Background: an optimization exercise with open tools, aiming at small area. Do not read the settings as production practice.
Where RTL was checked, it was by simulation tests only, not by an equivalence proof against the original.
The clock port is modelled as an ideal driver; clocking choices that lean on that would not hold on a real chip.
Power and IR drop assume default switching activity.

Setup of v6:
Design blackjack, start of the top module:
module blackjack(
	input reset,
	input clk,
	input hit,
	input stay,
	input double_down,
	input split,
	output reg win,
	output reg tie,
	output reg lose,
	output sf_e, e, rs, rw, d, c, b, a
    );
Size: about 110 flip-flops, about 17 I/O pins, roughly 9200 um^2 of cells after synthesis.
==> flow/config.mk <==
export PLATFORM = sky130hd
export DESIGN_NAME = blackjack
export DESIGN_NICKNAME = blackjack
export VERILOG_FILES = /design/flow/design.v
export SDC_FILE = /design/flow/constraint.sdc
export NUM_CORES = 4
export LEC_CHECK = 0
export CAP_MARGIN = 20
export CORE_MARGIN = 2
export CORE_UTILIZATION = 40
export CTS_BUF_LIST = sky130_fd_sc_hd__clkbuf_4
export HOLD_SLACK_MARGIN = 0
export SLEW_MARGIN = 20
==> flow/constraint.sdc <==
create_clock -name core_clock -period 10.0 [get_ports {clk}]
set_input_delay 2.0000 -clock core_clock [delete_from_list [all_inputs] [get_ports {clk}]]
set_output_delay 2.0000 -clock core_clock [all_outputs]
set_load 0.01 [all_outputs]
run.sh (not shown) runs the stock make flow with config.mk's settings and CLKGATE_MAP_FILE= SYNTH_SCRIPT=/design/flow/synth_recipe.tcl, a recipe that flattens the netlist after the stock synthesis.
Input-level comparison between v7 and v6:
-- flow/config.mk --
<<< v6, line 10
export CORE_UTILIZATION = 40
export CTS_BUF_LIST = sky130_fd_sc_hd__clkbuf_4
export HOLD_SLACK_MARGIN = 0
export SLEW_MARGIN = 20
>>> v7, line 10
export CORE_UTILIZATION = 40
export SLEW_MARGIN = 20
### Flow results
Fraction of final layout cells with drive strength greater than 1: v7 vs v6 down 0.18 points
Against v6 as the reference, v7 delivers a higher minimum setup slack in the final design.
Met1 track demand over resource: v6 vs v7 identical
From v6 to v7 the numbers moved as follows: initial antenna violation count now sits lower; combinational power did not really move.
Status: filler-free cell count of the finished design parity (v7, v6)
No functional check of the RTL was part of any run of this note.

run R:
blackjack, a different RTL version from the one above (not shown whole).
Size in the first run: ~6100 sq um of cells after synthesis.
// blackjack
module blackjack(
	input reset,
	input clk,
	input hit,
	input stay,
	input double_down,
	input split,
	output win,
	output tie,
	output lose,
	output sf_e, e, rs, rw, d, c, b, a
    );
Settings: LEC_CHECK=0, ABC_AREA=1, CAP_MARGIN=20, CORE_MARGIN=2, CORE_UTILIZATION=40, CTS_BUF_LIST=sky130_fd_sc_hd__clkbuf_8, HOLD_SLACK_MARGIN=0, SLEW_MARGIN=20; clock period 10.0 ns.
standard.sh (not shown) runs the stock make flow with config.mk's settings and CLKGATE_MAP_FILE= SYNTH_SCRIPT=/design/flow/synth_recipe.tcl, a recipe that flattens the netlist after the stock synthesis.
==> flow/flow/run.sh <==
#!/bin/bash
# Layout flow: the standard synthesis, then the combinational logic between
# the (unchanged) registers is re-optimised for area with ABC, then the standard flow's
# standard layout from floorplan to finish. Each tool writes its own log here.
set -uo pipefail
W=$(pwd)
R=$W/orfs/results/${FLOW_PLATFORM}/blackjack/base
LIB=$FLOW_HOME/platforms/${FLOW_PLATFORM}/lib/sky130_fd_sc_hd__tt_025C_1v80.lib

bash standard.sh synth > $W/log_1_std_synth.txt 2>&1 || exit 1
cp $R/1_2_yosys.v $W/std_netlist.v

# don't-use cells of the platform
python3 - "$FLOW_HOME/platforms/${FLOW_PLATFORM}/config.mk" > $W/dont_use.txt <<'PY'
import re, sys
txt = open(sys.argv[1]).read().replace("\\\n", " ")
cells = set()
for m in re.finditer(r"DONT_USE_CELLS\s*\+?=([^\n]*)", txt):
    cells.update(re.findall(r"sky130_fd_sc_hd__\w+", m.group(1)))
print(" ".join(f"-dont_use {c}" for c in sorted(cells)))
PY
DU=$(cat $W/dont_use.txt)

best=""
bestarea=""
for s in $W/flow/abc_*.script; do
  n=$(basename $s .script)
  cat > $W/resynth_$n.ys <<EOS
read_liberty -ignore_miss_func $LIB
blackbox sky130_fd_sc_hd__*df* sky130_fd_sc_hd__dl*
read_verilog $W/std_netlist.v
hierarchy -top $FLOW_TOP
flatten
opt_clean -purge
abc -script $s -liberty $LIB $DU
opt_clean -purge
hilomap -singleton -hicell sky130_fd_sc_hd__conb_1 HI -locell sky130_fd_sc_hd__conb_1 LO
opt_clean -purge
tee -o $W/stat_$n.txt stat -liberty $LIB
write_verilog -noattr -nohex -nodec $W/netlist_$n.v
EOS
  ( timeout 1200 yosys -s $W/resynth_$n.ys > $W/log_2_resynth_$n.txt 2>&1 ) &
  # at most NUM_CORES at once
  while (( $(jobs -rp | wc -l) >= ${NUM_CORES:-4} )); do sleep 1; done
done
wait
for s in $W/flow/abc_*.script; do
  n=$(basename $s .script)
  a=$(grep -o "Chip area for module.*: [0-9.]*" $W/stat_$n.txt 2>/dev/null | awk '{print $NF}')
  [[ -z "$a" || ! -s $W/netlist_$n.v ]] && continue
  # only cell instances (no behavioural registers) may come out
  grep -qE "^\s*(reg|always)\b" $W/netlist_$n.v && continue
  # the registers must be the standard synthesis's, by name and cell type
  grep -oE "sky130_fd_sc_hd__[a-z]*(df|dl)[a-z0-9_]* [^ ]*" $W/std_netlist.v | sort > $W/regs_std.txt
  grep -oE "sky130_fd_sc_hd__[a-z]*(df|dl)[a-z0-9_]* [^ ]*" $W/netlist_$n.v | sort > $W/regs_$n.txt
  cmp -s $W/regs_std.txt $W/regs_$n.txt || continue
  if [[ -z "$best" ]] || python3 -c "import sys; sys.exit(0 if $a < $bestarea else 1)"; then
    best=$n; bestarea=$a
  fi
done
echo "chosen: ${best:-standard} ${bestarea}" > $W/log_2_resynth_choice.txt
if [[ -n "$best" ]]; then
  cp $W/netlist_$best.v $R/1_2_yosys.v
  touch $R/1_2_yosys.v
fi

# extra make settings for the layout, one per line
ARGS=()
if [[ -f $W/flow/layout_args.txt ]]; then
  while IFS= read -r line; do [[ -n "$line" ]] && ARGS+=("$line"); done < $W/flow/layout_args.txt
fi
# upsize slow clock buffers after CTS
ARGS+=("POST_CTS_TCL=$W/flow/post_cts.tcl")
bash standard.sh "${ARGS[@]}" finish > $W/log_3_std_layout.txt 2>&1 || exit 1
==> flow/flow/abc_s10.script <==
strash
&get -n
&deepsyn -T 60 -S 10
&put
dch -f
amap
topo
==> flow/flow/abc_s11.script <==
strash
&get -n
&deepsyn -T 60 -S 11
&put
dch -f
amap
topo
==> flow/flow/abc_s12.script <==
strash
&get -n
&deepsyn -T 60 -S 12
&put
dch -f
amap
topo
==> flow/flow/abc_s13.script <==
strash
&get -n
&deepsyn -T 60 -S 13
&put
dch -f
amap -m
topo
==> flow/flow/abc_s14.script <==
strash
&get -n
&deepsyn -T 60 -S 14
&put
dch -f
amap -m
topo
==> flow/flow/abc_s15.script <==
strash
&get -n
&deepsyn -T 60 -S 15
&put
dch -f
amap -m
topo
==> flow/flow/abc_s16.script <==
strash
&get -n
&deepsyn -T 60 -S 16
&put
dch -f
amap -m
topo
==> flow/flow/abc_s5.script <==
strash
&get -n
&deepsyn -T 60 -S 5
&put
dch -f
amap -m
topo
==> flow/flow/abc_s6.script <==
strash
&get -n
&deepsyn -T 60 -S 6
&put
dch -f
amap -m
topo
==> flow/flow/abc_s7.script <==
strash
&get -n
&deepsyn -T 60 -S 7
&put
dch -f
amap -m
topo
==> flow/flow/abc_s8.script <==
strash
&get -n
&deepsyn -T 60 -S 8
&put
dch -f
amap -m
topo
==> flow/flow/abc_s9.script <==
strash
&get -n
&deepsyn -T 60 -S 9
&put
dch -f
amap
topo
==> flow/flow/post_cts.tcl <==
# Upsize the clock buffers that drive a register clock pin with a slow slew.
estimate_parasitics -placement
set thr 126.0
set big [[ord::get_db] findMaster sky130_fd_sc_hd__clkbuf_16]
set drivers [dict create]
foreach pin [get_pins -hierarchical */CLK] {
  set s 0
  foreach a {slew_max_rise slew_max_fall} {
    set v [get_property $pin $a]
    if {[string is double -strict $v] && $v > $s} { set s $v }
  }
  if {[sta::time_sta_ui $s] * 1000.0 > $thr} {
    set iterm [[ord::get_db_block] findITerm [get_full_name $pin]]
    if {$iterm == "NULL"} continue
    set net [$iterm getNet]
    foreach it [$net getITerms] {
      if {[$it isOutputSignal]} { dict set drivers [[$it getInst] getName] 1 }
    }
  }
}
set n 0
foreach name [dict keys $drivers] {
  set inst [[ord::get_db_block] findInst $name]
  set m [[$inst getMaster] getName]
  if {[string match "sky130_fd_sc_hd__clkbuf_*" $m] && $m != "sky130_fd_sc_hd__clkbuf_16"} {
    $inst swapMaster $big
    incr n
  }
}
puts "post-cts: upsized $n clock buffers (slew over $thr ps)"
if {$n > 0} {
  detailed_placement
  estimate_parasitics -placement
}
Other scripts of this flow, unchanged in this note and not shown: flow/flow/abc_s1.script, flow/flow/abc_s2.script, flow/flow/abc_s3.script, flow/flow/abc_s4.script, flow/flow/layout_args.txt
diff inputs: run R => run B
-- flow/flow/run.sh --
<<< run R, line 73
ARGS+=("POST_CTS_TCL=$W/flow/post_cts.tcl")
bash standard.sh "${ARGS[@]}" finish > $W/log_3_std_layout.txt 2>&1 || exit 1
>>> run B, line 73
ARGS+=("POST_CTS_TCL=$W/flow/post_cts.tcl")
# build a two-level clock tree of our own before CTS (CTS_ARGS then leaves it alone)
[[ -f $W/flow/pre_cts.tcl ]] && ARGS+=("PRE_CTS_TCL=$W/flow/pre_cts.tcl")
bash standard.sh "${ARGS[@]}" finish > $W/log_3_std_layout.txt 2>&1 || exit 1
-- flow/flow/post_cts.tcl --
<<< run R, line 2
estimate_parasitics -placement
set thr 126.0
set big [[ord::get_db] findMaster sky130_fd_sc_hd__clkbuf_16]
>>> run B, line 2
estimate_parasitics -placement
set thr 1000.0
set big [[ord::get_db] findMaster sky130_fd_sc_hd__clkbuf_16]
<<< run R, line 11
  }
  if {[sta::time_sta_ui $s] * 1000.0 > $thr} {
    set iterm [[ord::get_db_block] findITerm [get_full_name $pin]]
>>> run B, line 11
  }
  set ps_ [expr {[sta::time_sta_ui $s] * 1000.0}]
  if {$ps_ > 100.0} { puts "post-cts: [get_full_name $pin] slew $ps_ ps" }
  if {$ps_ > $thr} {
    set iterm [[ord::get_db_block] findITerm [get_full_name $pin]]
removed: flow/flow/abc_s10.script
removed: flow/flow/abc_s11.script
removed: flow/flow/abc_s12.script
removed: flow/flow/abc_s13.script
removed: flow/flow/abc_s14.script
removed: flow/flow/abc_s15.script
removed: flow/flow/abc_s16.script
removed: flow/flow/abc_s5.script
removed: flow/flow/abc_s6.script
removed: flow/flow/abc_s7.script
removed: flow/flow/abc_s8.script
removed: flow/flow/abc_s9.script
--- outcome ---
- Comparing run B with run R, the sequential share of layout area came out essentially unchanged.
- Of run R and run B, the run reporting the higher clock-pin slew reported for the worst setup and hold paths after clock tree synthesis was run R.
- Comparing run R with run B, the max capacitance violation total came out essentially unchanged.
- Run B improves on run R in least setup slack across all paths after layout.
- Relative to run R, wire length has gone up in run B.
- Number of cells on the worst reg-to-reg path came out higher on run B than on run R.
- Compared with run R, run B improves power.

==> afterwards: timing with drivers on the ports <==
No port has a modelled driver above. Below, the same layouts with a new extraction and two added sets of constraints. Step 1 assumes that a clkbuf_16 drives the clock port and a buf_2 every other input. Step 2 also shifts input and output timing later by t, the mid clock arrival at the registers, as if the neighbouring blocks saw the same clock. Slacks: ideal ports / drivers / drivers and shift; pairs: ideal ports / drivers.
run	t, ns	setup slack, ns	worst setup path after step 2	worst slew at a driven data input, ns	cell pins on the clock port's net
v6	0.573	3.804 / 3.804 / 3.804	register to register	0.03	1
v7	0.460	3.810 / 3.810 / 3.810	register to register	0.03	1
run R	0.431	3.638 / 3.638 / 3.638	register to register	0.03	1
run B	0.432	3.962 / 3.962 / 3.962	register to register	0.03	1
After both steps every run listed still meets setup and hold.
